From an optimization exercise on the open Yosys and OpenROAD flow, aimed at small area, a short achievable clock period and few clock cycles; shortcuts taken in it are not production practice.
No activity file was given, so power comes from the tool's default toggle rates.

Setup of rev 12:
==> flow/design.v <==
`timescale 1ps/1ps
module ALU (
    input  [7:0] a,
    input  [7:0] b,
    input        cin,
    output [7:0] out
    );
    wire [8:0] g0 = {a & b, cin};
    wire [8:0] p0 = {a ^ b, 1'b0};
    wire [8:0] g1, p1, g2, p2, g3, p3, g4;
    genvar i;
    generate
        for (i = 0; i < 9; i = i + 1) begin : ks
            if (i >= 1) begin
                assign g1[i] = g0[i] | (p0[i] & g0[i-1]);
                assign p1[i] = p0[i] & p0[i-1];
            end else begin
                assign g1[i] = g0[i];
                assign p1[i] = p0[i];
            end
            if (i >= 2) begin
                assign g2[i] = g1[i] | (p1[i] & g1[i-2]);
                assign p2[i] = p1[i] & p1[i-2];
            end else begin
                assign g2[i] = g1[i];
                assign p2[i] = p1[i];
            end
            if (i >= 4) begin
                assign g3[i] = g2[i] | (p2[i] & g2[i-4]);
                assign p3[i] = p2[i] & p2[i-4];
            end else begin
                assign g3[i] = g2[i];
                assign p3[i] = p2[i];
            end
            if (i >= 8) assign g4[i] = g3[i] | (p3[i] & g3[i-8]);
            else assign g4[i] = g3[i];
        end
    endgenerate
    assign out = p0[8:1] ^ g4[7:0];
endmodule
`timescale 1ps/1ps
module Stack #(parameter DEPTH = 62) (
    input            clk,
    input            dn,       
    input      [7:0] d_in,     
    output     [7:0] c0,       
    output     [7:0] c1        
    );
    reg [7:0] c [0:DEPTH-1];
    integer i;
    always @(posedge clk) begin
        c[0] <= ~(dn ? d_in : c[1]);
        for (i = 1; i < DEPTH-1; i = i + 1)
            c[i] <= ~(dn ? c[i-1] : c[i+1]);
        c[DEPTH-1] <= ~c[DEPTH-2];
    end
    assign c0 = ~c[0];
    assign c1 = c[1];
endmodule
`timescale 1ps/1ps
module stackMultiCycle(
	clk,
	rst,
	mem_addr,
	mem_rdata,
	mem_wdata,
	mem_we);
input clk,rst;
output [4:0] mem_addr;
input [7:0] mem_rdata;
output [7:0] mem_wdata;
output mem_we;
    reg  [4:0] addr;     
    reg  [4:0] pc;       
    reg        we;       
    reg        dcyc;     
    reg        d_push;   
    reg  [4:0] ja;       
    reg  [7:0] t, n;     
    reg        tz;       
    reg x_add, x_sub, x_and, x_not, x_jz, x_push;
    reg hit_r;           
    reg [7:0] cv;        
    reg cvz;             
    reg p_add, p_sub, p_and, p_not, p_jz, p_push, p_pop, p_jmp, p_hit;
    reg [4:0] p_a;
    reg o, dn;
    reg  [7:0] c_valid;
    reg  [7:0] c_we;     
    reg  [1:0] c_tag  [0:7];
    reg  [7:0] c_data [0:7];
    assign mem_addr  = addr;
    assign mem_we    = we;
    assign mem_wdata = t;
    wire d_pop    = dcyc & ~d_push;
    wire taken    = x_jz & tz;
    wire miss     = x_push & ~hit_r;
    wire hit_now  = x_push & hit_r;
    wire push_now = hit_now | d_push;
    wire pop_now  = x_add | x_sub | x_and | d_pop;
    wire hold_now = ~(push_now | pop_now);
    wire o_next   = o ^ hold_now;
    wire [2:0] op     = mem_rdata[7:5];
    wire       r_add  = op == 3'b000;
    wire       r_sub  = op == 3'b001;
    wire       r_and  = op == 3'b010;
    wire       r_not  = op == 3'b011;
    wire       r_push = op == 3'b100;
    wire       r_pop  = op == 3'b101;
    wire       r_jmp  = op == 3'b110;
    wire       r_jz   = op == 3'b111;
    wire [2:0] ci     = mem_rdata[2:0];
    wire       r_hit  = c_valid[ci] & (c_tag[ci] == mem_rdata[4:3]);
    wire       f_ok   = ~dcyc & ~taken & ~miss;    
    wire       p_fill = ja[2:0] == p_a[2:0];
    wire       p_hitf = p_fill ? (ja[4:3] == p_a[4:3]) : p_hit;
    wire [4:0] seq = addr + 5'd1;
    integer k;
    always @(posedge clk, posedge rst) begin
        if (rst) begin
            addr    <= 5'd0;
            pc      <= 5'd0;
            we      <= 1'b0;
            dcyc    <= 1'b0;
            d_push  <= 1'b0;
            x_add   <= 1'b0;
            x_sub   <= 1'b0;
            x_and   <= 1'b0;
            x_not   <= 1'b0;
            x_jz    <= 1'b0;
            x_push  <= 1'b0;
            o       <= 1'b0;
            dn      <= 1'b1;
            c_valid <= 8'd0;
            c_we    <= 8'd0;
        end else begin
            if (~dcyc) pc <= seq;
            o       <= o_next;
            c_valid <= c_valid | c_we;
            if (d_push) begin
                addr   <= (p_pop | p_jmp) ? p_a : pc;
                we     <= p_pop;
                dcyc   <= p_pop;
                d_push <= 1'b0;
                x_add  <= p_add;
                x_sub  <= p_sub;
                x_and  <= p_and;
                x_not  <= p_not;
                x_jz   <= p_jz;
                x_push <= p_push;
                dn     <= (~o_next & ~(p_pop | p_add | p_sub | p_and))
                        | (p_push & p_hitf);
                c_we   <= {8{p_pop}} & (8'd1 << p_a[2:0]);
            end else begin
                if (d_pop) addr <= pc;
                else if (taken | miss) addr <= ja;
                else if (r_pop | r_jmp) addr <= mem_rdata[4:0];
                else addr <= seq;
                we     <= f_ok & r_pop;
                dcyc   <= (f_ok & r_pop) | miss;
                d_push <= miss;
                x_add  <= f_ok & r_add;
                x_sub  <= f_ok & r_sub;
                x_and  <= f_ok & r_and;
                x_not  <= f_ok & r_not;
                x_jz   <= f_ok & r_jz;
                x_push <= f_ok & r_push;
                dn     <= miss | (~o_next & ~(f_ok & (r_pop | r_add | r_sub | r_and)))
                        | (f_ok & r_push & r_hit);
                c_we   <= ({8{f_ok & r_pop}} & (8'd1 << ci))
                        | ({8{miss}} & (8'd1 << ja[2:0]));
            end
        end
    end
    wire [2:0] cv_i    = d_push ? p_a[2:0] : ci;
    wire [7:0] cv_next = (d_push & p_fill) ? mem_rdata : c_data[cv_i];
    always @(posedge clk) begin
        hit_r <= d_push ? p_hitf : r_hit;
        cv    <= cv_next;
        cvz   <= cv_next == 8'd0;
        p_add <= r_add;
        p_sub <= r_sub;
        p_and <= r_and;
        p_not <= r_not;
        p_jz  <= r_jz;
        p_push <= r_push;
        p_pop <= r_pop;
        p_jmp <= r_jmp;
        p_hit <= r_hit;
        p_a   <= mem_rdata[4:0];
        if (d_push) ja <= p_a;
        else if (f_ok) ja <= mem_rdata[4:0];
        for (k = 0; k < 8; k = k + 1)
            if (c_we[k]) begin
                c_tag[k]  <= ja[4:3];
                c_data[k] <= d_push ? mem_rdata : t;
            end
    end
    wire [7:0] c0, c1;
    Stack stk (.clk(clk), .dn(dn), .d_in(o ? t : n), .c0(c0), .c1(c1));
    wire [7:0] n_pop = o ? c1 : c0;
    always @(posedge clk) begin
        n <= ({8{hold_now}} & n) | ({8{push_now}} & t) | ({8{pop_now}} & n_pop);
    end
    wire [7:0] sum, diff;
    ALU add0 (.a(t), .b(n),  .cin(1'b0), .out(sum));
    ALU sub0 (.a(t), .b(~n), .cin(1'b1), .out(diff));
    wire [7:0] cval   = cv;
    wire       t_keep = ~(dcyc | x_add | x_sub | x_and | x_not | hit_now);
    wire [7:0] t_or   = t | n;
    wire       z_sum  = ((t ^ n) ^ {t_or[6:0], 1'b0}) == 8'd0;    
    always @(posedge clk) begin
        t <= ({8{t_keep}}  & t)
           | ({8{d_push}}  & mem_rdata)
           | ({8{d_pop}}   & n)
           | ({8{x_add}}   & sum)
           | ({8{x_sub}}   & diff)
           | ({8{x_and}}   & (t & n))
           | ({8{x_not}}   & ~t)
           | ({8{hit_now}} & cval);
        tz <= (t_keep  & tz)
            | (d_push  & (mem_rdata == 8'd0))
            | (d_pop   & (n == 8'd0))
            | (x_add   & z_sum)
            | (x_sub   & (t == n))
            | (x_and   & ((t & n) == 8'd0))
            | (x_not   & (t == 8'hff))
            | (hit_now & cvz);
    end
endmodule
Settings: LEC_CHECK=0, CAP_MARGIN=20, CORE_MARGIN=2, CORE_UTILIZATION=70, CTS_BUF_LIST=sky130_fd_sc_hd__clkbuf_8, CTS_CLUSTER_DIAMETER=50, CTS_CLUSTER_SIZE=20, PLACE_DENSITY=0.9, SETUP_SLACK_MARGIN=1.9, SLEW_MARGIN=20; clock period 4.0 ns.
standard.sh (not shown) runs the stock make flow with config.mk's settings and CLKGATE_MAP_FILE= SYNTH_SCRIPT=/design/flow/synth_recipe.tcl, a recipe that flattens the netlist after the stock synthesis.
==> flow/flow/run.sh <==
#!/bin/bash
# Standard layout, with port buffers of a plain buffer cell and resizing not
# held to the same cell footprint. Each tool's output goes to standard.log.
set -euo pipefail
bash standard.sh MATCH_CELL_FOOTPRINT=0 "BUFFER_PORTS_ARGS=-buffer_cell sky130_fd_sc_hd__buf_4" finish > standard.log 2>&1
Changes in rev 13 relative to rev 12:
--- a/flow/design.v
+++ b/flow/design.v
@@ -78,16 +78,17 @@
     reg  [4:0] ja;       
     reg  [7:0] t, n;     
     reg        tz;       
     reg x_add, x_sub, x_and, x_not, x_jz, x_push;
     reg hit_r;           
     reg [7:0] cv;        
-    reg cvz;             
     reg p_add, p_sub, p_and, p_not, p_jz, p_push, p_pop, p_jmp, p_hit;
     reg [4:0] p_a;
     reg o, dn;
+    reg        b_v;
+    reg  [4:0] b_j, b_t;
     reg  [7:0] c_valid;
     reg  [7:0] c_we;     
     reg  [1:0] c_tag  [0:7];
     reg  [7:0] c_data [0:7];
     assign mem_addr  = addr;
     assign mem_we    = we;
@@ -111,13 +112,16 @@
     wire       r_jz   = op == 3'b111;
     wire [2:0] ci     = mem_rdata[2:0];
     wire       r_hit  = c_valid[ci] & (c_tag[ci] == mem_rdata[4:3]);
     wire       f_ok   = ~dcyc & ~taken & ~miss;    
     wire       p_fill = ja[2:0] == p_a[2:0];
     wire       p_hitf = p_fill ? (ja[4:3] == p_a[4:3]) : p_hit;
-    wire [4:0] seq = addr + 5'd1;
+    wire [4:0] seq  = addr + 5'd1;
+    wire [4:0] nseq = (b_v & (seq == b_j)) ? b_t : seq;           
+    wire       b_ok = b_v & ~(we & (addr == b_j));                
+    wire [4:0] npc  = (b_ok & (pc == b_j)) ? b_t : pc;
     integer k;
     always @(posedge clk, posedge rst) begin
         if (rst) begin
             addr    <= 5'd0;
             pc      <= 5'd0;
             we      <= 1'b0;
@@ -130,18 +134,21 @@
             x_jz    <= 1'b0;
             x_push  <= 1'b0;
             o       <= 1'b0;
             dn      <= 1'b1;
             c_valid <= 8'd0;
             c_we    <= 8'd0;
+            b_v     <= 1'b0;
         end else begin
+            if (f_ok & r_jmp) b_v <= 1'b1;
+            else b_v <= b_ok;
             if (~dcyc) pc <= seq;
             o       <= o_next;
             c_valid <= c_valid | c_we;
             if (d_push) begin
-                addr   <= (p_pop | p_jmp) ? p_a : pc;
+                addr   <= (p_pop | p_jmp) ? p_a : npc;
                 we     <= p_pop;
                 dcyc   <= p_pop;
                 d_push <= 1'b0;
                 x_add  <= p_add;
                 x_sub  <= p_sub;
                 x_and  <= p_and;
@@ -149,16 +156,16 @@
                 x_jz   <= p_jz;
                 x_push <= p_push;
                 dn     <= (~o_next & ~(p_pop | p_add | p_sub | p_and))
                         | (p_push & p_hitf);
                 c_we   <= {8{p_pop}} & (8'd1 << p_a[2:0]);
             end else begin
-                if (d_pop) addr <= pc;
+                if (d_pop) addr <= npc;
                 else if (taken | miss) addr <= ja;
                 else if (r_pop | r_jmp) addr <= mem_rdata[4:0];
-                else addr <= seq;
+                else addr <= nseq;
                 we     <= f_ok & r_pop;
                 dcyc   <= (f_ok & r_pop) | miss;
                 d_push <= miss;
                 x_add  <= f_ok & r_add;
                 x_sub  <= f_ok & r_sub;
                 x_and  <= f_ok & r_and;
@@ -174,23 +181,26 @@
     end
     wire [2:0] cv_i    = d_push ? p_a[2:0] : ci;
     wire [7:0] cv_next = (d_push & p_fill) ? mem_rdata : c_data[cv_i];
     always @(posedge clk) begin
         hit_r <= d_push ? p_hitf : r_hit;
         cv    <= cv_next;
-        cvz   <= cv_next == 8'd0;
         p_add <= r_add;
         p_sub <= r_sub;
         p_and <= r_and;
         p_not <= r_not;
         p_jz  <= r_jz;
         p_push <= r_push;
         p_pop <= r_pop;
         p_jmp <= r_jmp;
         p_hit <= r_hit;
         p_a   <= mem_rdata[4:0];
+        if (f_ok & r_jmp) begin
+            b_j <= addr;
+            b_t <= mem_rdata[4:0];
+        end
         if (d_push) ja <= p_a;
         else if (f_ok) ja <= mem_rdata[4:0];
         for (k = 0; k < 8; k = k + 1)
             if (c_we[k]) begin
                 c_tag[k]  <= ja[4:3];
                 c_data[k] <= d_push ? mem_rdata : t;
@@ -222,9 +232,9 @@
             | (d_push  & (mem_rdata == 8'd0))
             | (d_pop   & (n == 8'd0))
             | (x_add   & z_sum)
             | (x_sub   & (t == n))
             | (x_and   & ((t & n) == 8'd0))
             | (x_not   & (t == 8'hff))
-            | (hit_now & cvz);
+            | (hit_now & (cv == 8'd0));
     end
 endmodule
## What came out
- Number of synthesized register bits went up slightly going from rev 12 to rev 13.
- Summary of rev 13 over rev 12: first-iteration DRC count went up; setup slack at placement went up; global routing usage summed across all routing layers went up; depth of the critical timing path with buffers and inverters included went up; number of core rows went up.
- Of rev 13 and rev 12, the run reporting the higher overall power was rev 13.
- The overall routed net length in rev 13 sits about 9% above the value recorded for rev 12.
- Of the two values seen for slowest stage cell on the critical path, sky130_fd_sc_hd__or4_4 was produced by rev 12 and sky130_fd_sc_hd__dfrtp_2 by rev 13.
- Wire length per cell (rev 13 vs. rev 12) increases by a few percent
No run of this note included a check of the RTL's function; only the layout flow was run.

==> afterwards: timing with drivers on the ports <==
In the flow no input, the clock included, has a driving cell. The finished layouts below were timed again as built, in two steps.
Step 1 sets driving cells, clkbuf_16 on the clock port and buf_2 on the other inputs (assumed; they add their load-dependent delay and slew).
Step 2 times the ports against the registers' clock, not the clock port: input delays grow and output delays shrink by t, the midpoint of the rising clock arrivals with the driver on.
Slacks: no drivers / after step 1 / after step 2; pairs: no drivers / after step 1.
run | t, ns | slack for setup (ns) | latest minus earliest clock arrival (ns) | pins driven straight from the clock port
rev 12 | 0.651 | 1.506 / 1.506 / 0.960 | 0.039 / 0.040 | 1
rev 13 | 0.668 | 1.732 / 1.732 / 1.425 | 0.035 / 0.036 | 1
After both steps every run listed still meets setup and hold. For rev 12, which loses most, drivers alone change the setup slack by 0.000 ns; drivers and shift together by -0.546 ns.
